From an optimization exercise on the open Yosys and OpenROAD flow, aimed at small area and a short achievable clock period; shortcuts taken in it are not production practice. Function was checked by simulation only, so behaviour that the tests miss may differ from the original. Power is estimated from default activity; no workload was simulated.

run A:
// PipelinedFAdd
module PipelinedFAdd (
  input  wire        clk,
  input  wire        rst,
  input  wire [31:0] A,
  input  wire [31:0] B,
  input  wire        operation,
  input  wire        in_valid,
  output wire [31:0] result,
  output wire        out_valid
);
For scale: about 1700 cells after synthesis, roughly 100 I/O pins, ~11000 sq um of cells after synthesis.
==> flow/config.mk <==
export PLATFORM = sky130hd
export DESIGN_NAME = PipelinedFAdd
export DESIGN_NICKNAME = PipelinedFAdd
export VERILOG_FILES = /design/flow/design.v
export SDC_FILE = /design/flow/constraint.sdc
export NUM_CORES = 4
export LEC_CHECK = 0
export ABC_AREA = 1
export CAP_MARGIN = 20
export CORE_MARGIN = 2
export CORE_UTILIZATION = 40
export CTS_BUF_LIST = sky130_fd_sc_hd__clkbuf_8
export CTS_CLUSTER_DIAMETER = 60
export CTS_CLUSTER_SIZE = 25
export SETUP_SLACK_MARGIN = 5
export SLEW_MARGIN = 20
==> flow/constraint.sdc <==
create_clock -name core_clock -period 8.0 [get_ports {clk}]
set_input_delay 1.6000 -clock core_clock [delete_from_list [all_inputs] [get_ports {clk}]]
set_output_delay 1.6000 -clock core_clock [all_outputs]
set_load 0.01 [all_outputs]
standard.sh (not shown) runs the stock make flow with config.mk's settings and CLKGATE_MAP_FILE= SYNTH_SCRIPT=/design/flow/synth_recipe.tcl, a recipe that flattens the netlist after the stock synthesis.
==> flow/flow/run.sh <==
#!/bin/bash
# Standard layout, with the adder cells left to ABC (no full/half adder
# extraction before it), port buffers of a plain buffer cell, a shallower
# clock tree, and timing repair aiming at a tighter setup margin.
# make's output goes to standard.log, each ORFS step logs to orfs/logs/.
bash standard.sh ADDER_MAP_FILE= SETUP_SLACK_MARGIN=5.45 TNS_END_PERCENT=10 \
  "BUFFER_PORTS_ARGS=-buffer_cell sky130_fd_sc_hd__buf_2" \
  "CTS_ARGS=-repair_clock_nets -buf_list sky130_fd_sc_hd__clkbuf_16 -root_buf sky130_fd_sc_hd__clkbuf_16 -dont_use_dummy_load" \
  finish > standard.log 2>&1
For run B, these inputs were changed with respect to run A:
Settings: a change of CORE_UTILIZATION from 40 to 50.
--- outcome ---
- Run B and run A ended up with roughly the same fraction of area in clock buffers and inverters.
- NOTE number of filler cells placed in the layout run A->run B decreased by more than 10%
- Run B vs. run A: first-iteration DRC count saw an increase; combinational share of power saw a decrease.
- When run B is measured against run A, its routed wire length turns out 310 um higher.
- Peak supply drop ends up lower on run B.
Relative to run B, the following input files were edited for run C:
Settings: CORE_UTILIZATION changed from 50 to 40.
--- a/flow/flow/run.sh
+++ b/flow/flow/run.sh
@@ -5,3 +5,3 @@
 # make's output goes to standard.log, each ORFS step logs to orfs/logs/.
-bash standard.sh ADDER_MAP_FILE= SETUP_SLACK_MARGIN=5.45 TNS_END_PERCENT=10 \
+bash standard.sh ADDER_MAP_FILE= SETUP_SLACK_MARGIN=5.55 TNS_END_PERCENT=10 \
   "BUFFER_PORTS_ARGS=-buffer_cell sky130_fd_sc_hd__buf_2" \
Lower via count goes to run B over run C.
Sort run C and run B by total power consumption of the routed design, ascending, and run B comes first.
Run C: non-clock buffer count is 5 higher than what run B reported.
On run C: final area is 2.6% higher than what run B gave.
Against run B, fmax in run C rose slightly.
> inputs changed (run C -> run D)
==> flow/flow/run.sh <==
#!/bin/bash
# Standard layout, with the adder cells left to ABC (no full/half adder
# extraction before it), port buffers of a plain buffer cell, a shallower
# clock tree, and timing repair aiming at a tighter setup margin.
# make's output goes to standard.log, each ORFS step logs to orfs/logs/.
bash standard.sh ADDER_MAP_FILE= SETUP_SLACK_MARGIN=5.45 TNS_END_PERCENT=10 \
  "BUFFER_PORTS_ARGS=-buffer_cell sky130_fd_sc_hd__buf_2" \
  "CTS_ARGS=-sink_clustering_enable -repair_clock_nets -sink_clustering_size 30 -sink_clustering_max_diameter 150 -buf_list sky130_fd_sc_hd__clkbuf_16 -root_buf sky130_fd_sc_hd__clkbuf_16 -distance_between_buffers 500" \
  finish > standard.log 2>&1
### Flow results
Run D: no failed stages, no open violations at the end
Run D vs run C, clock-buffer cell count went down by 6.
Looking at combinational cell fraction of total power, run D sits 0.8 points higher than run C does.
Run D ended up with a lower wire length than run C did.
Total track usage: lower on run D
Run D ends up with a number of nets at the end of the flow that is 0.66% lower than in run C.
Diff run C -> run D | design area | down by a few percent
Number of buffers added by the clock tree synthesis step, run D and run C, lower one = run D.
Re via count of the first global-routing pass: run D and run C aren't equal, and the higher value belongs to run C.
NOTE: worst setup slack in run D falls short of that of run C

========
The RTL this note starts from:
==> flow/design.v <==
module PipelinedFAdd (
  input  wire        clk,
  input  wire        rst,
  input  wire [31:0] A,
  input  wire [31:0] B,
  input  wire        operation,
  input  wire        in_valid,
  output wire [31:0] result,
  output wire        out_valid
);
  wire       sa = A[31];
  wire       sb = B[31] ^ operation;
  wire [7:0] ea = A[30:23];
  wire [7:0] eb = B[30:23];
  wire [22:0] fa = A[22:0];
  wire [22:0] fb = B[22:0];
  wire ea_max = &ea;
  wire eb_max = &eb;
  wire ea_nz  = |ea;
  wire eb_nz  = |eb;
  wire fa_nz  = |fa;
  wire fb_nz  = |fb;
  wire a_nan  = ea_max & fa_nz;
  wire a_inf  = ea_max & ~fa_nz;
  wire b_inf  = eb_max & ~fb_nz;
  wire a_zero = ~ea_nz & ~fa_nz;
  wire b_zero = ~eb_nz & ~fb_nz;
  wire special = ea_max | eb_max | a_zero | b_zero;
  wire b_gt_a = B[30:0] > A[30:0];
  wire swap   = b_gt_a & ~a_nan;
  wire [8:0] dab = {1'b0, ea} - {1'b0, eb};
  wire [7:0] dba = eb - ea;
  wire [7:0] d   = dab[8] ? dba : dab[7:0];
  wire [7:0]  e_big   = swap ? eb : ea;
  wire [22:0] f_big   = swap ? fb : fa;
  wire [22:0] f_small = swap ? fa : fb;
  wire        h_small = swap ? ea_nz : eb_nz;
  wire        h_big   = (swap ? eb_nz : ea_nz) | special;
  reg  [7:0]  r1_e;
  reg  [23:0] r1_mb, r1_ms;
  reg  [4:0]  r1_d;
  reg         r1_kill, r1_s, r1_sub, r1_qnan, r1_zflip;
  always @(posedge clk) begin
    r1_e     <= e_big;
    r1_mb    <= {h_big, f_big};
    r1_ms    <= {h_small, f_small};
    r1_d     <= d[4:0];
    r1_kill  <= special | (d > 8'd23);
    r1_s     <= swap ? sb : sa;
    r1_sub   <= sa ^ sb;
    r1_qnan  <= a_inf & b_inf & operation & (sa ^ sb);
    r1_zflip <= a_zero & b_zero & operation;
  end
  wire [23:0] ms_al = r1_kill ? 24'd0 : (r1_ms >> r1_d);
  wire [24:0] sum   = r1_sub ? ({1'b0, r1_mb} - {1'b0, ms_al})
                             : ({1'b0, r1_mb} + {1'b0, ms_al});
  reg [4:0] lz;
  integer i;
  always @(*) begin
    lz = 5'd1;
    for (i = 0; i <= 24; i = i + 1)
      if (sum[i]) lz = 5'd24 - i[4:0];
  end
  reg  [7:0]  r2_e;
  reg  [24:0] r2_sum;
  reg  [4:0]  r2_lz;
  reg         r2_s, r2_qnan;
  always @(posedge clk) begin
    r2_e    <= r1_e;
    r2_sum  <= sum;
    r2_lz   <= lz;
    r2_s    <= r1_qnan ? 1'b0 : (r1_s ^ r1_zflip);
    r2_qnan <= r1_qnan;
  end
  wire [24:0] nsum = r2_sum << r2_lz;
  wire [7:0]  e_out = r2_e + 8'd1 - {3'd0, r2_lz};
  assign result = {r2_s, e_out, nsum[23] | r2_qnan, nsum[22:1]};
  reg [1:0] vld;
  always @(posedge clk or posedge rst)
    if (rst) vld <= 2'b00;
    else     vld <= {vld[0], in_valid};
  assign out_valid = vld[1];
endmodule
Settings: LEC_CHECK=0, ABC_CLOCK_PERIOD_IN_PS=4500, CAP_MARGIN=20, CORE_MARGIN=2, CORE_UTILIZATION=40, SETUP_SLACK_MARGIN=3.5, SLEW_MARGIN=20; clock period 8.0 ns.
run.sh (not shown) runs the stock make flow with config.mk's settings and CLKGATE_MAP_FILE= SYNTH_SCRIPT=/design/flow/synth_recipe.tcl, a recipe that flattens the netlist after the stock synthesis.
Stock flow here: none of the scripts above is used.
Next try:
- ABC_CLOCK_PERIOD_IN_PS: 4500 -> unset
- SETUP_SLACK_MARGIN: 3.5 -> unset
- non-clock buffer count goes down by 60
- final area is lower by 9.6%
- clock power decreases by 9.5%
- final cell count is lower by 3.9%
- global-route usage goes down by 0.76 points
Next try:
- ABC_CLOCK_PERIOD_IN_PS: unset -> 3500
- SETUP_SLACK_MARGIN: unset -> 4.5
Outcome:
- core utilization grows by 13 points
- clock-buffer cell count does not change
- via count goes up by 9.7%
- synthesized area does not change
- worst hold slack hardly moves
- final area is higher by 26%
- fmax came out higher by 19%
- routed wire length increases by 19%
- flip-flop and latch count does not change
- power went up by 31%
- first-iteration DRC count rose by 27%

-- afterwards: timing with drivers on the ports --
The flow's constraints put no driver on any port. The routed layouts listed below were extracted and timed again, unchanged, in two steps.
Step 1 sets driving cells, clkbuf_16 on the clock port and buf_2 on the other inputs (assumed; they add their load-dependent delay and slew).
Step 2 moves the port delays by t, midway between the first and last clock arrival at a register: inputs arrive t later, outputs are due t later. That takes back most of the time a late clock gives input paths.
Three values: ideal ports, drivers, drivers and shift; two values: the first two.
| run | shift t [ns] | setup WS [ns] | hold WS [ns] | worst setup path after step 2 |
|---|---|---|---|---|
| run A | 0.481 | 5.492 / 5.441 / 5.099 | 0.327 / 0.327 / 0.327 | input to register |
| run B | 0.471 | 5.470 / 5.419 / 5.079 | 0.325 / 0.325 / 0.325 | input to register |
| run C | 0.475 | 5.482 / 5.436 / 5.114 | 0.328 / 0.328 / 0.328 | input to register |
| run D | 0.526 | 5.427 / 5.376 / 4.968 | 0.337 / 0.337 / 0.337 | input to register |
| the first run of note 2 | 0.401 | 3.022 / 3.022 / 3.022 | 0.323 / 0.323 / 0.323 | register to register |
| the second run of note 2 | 0.392 | 2.070 / 2.070 / 2.070 | 0.330 / 0.330 / 0.330 | register to register |
| the third run of note 2 | 0.388 | 2.999 / 2.999 / 2.999 | 0.331 / 0.331 / 0.331 | register to register |
After both steps every run listed still meets setup and hold. For run D, which loses most, drivers alone change the setup slack by -0.051 ns; drivers and shift together by -0.459 ns.
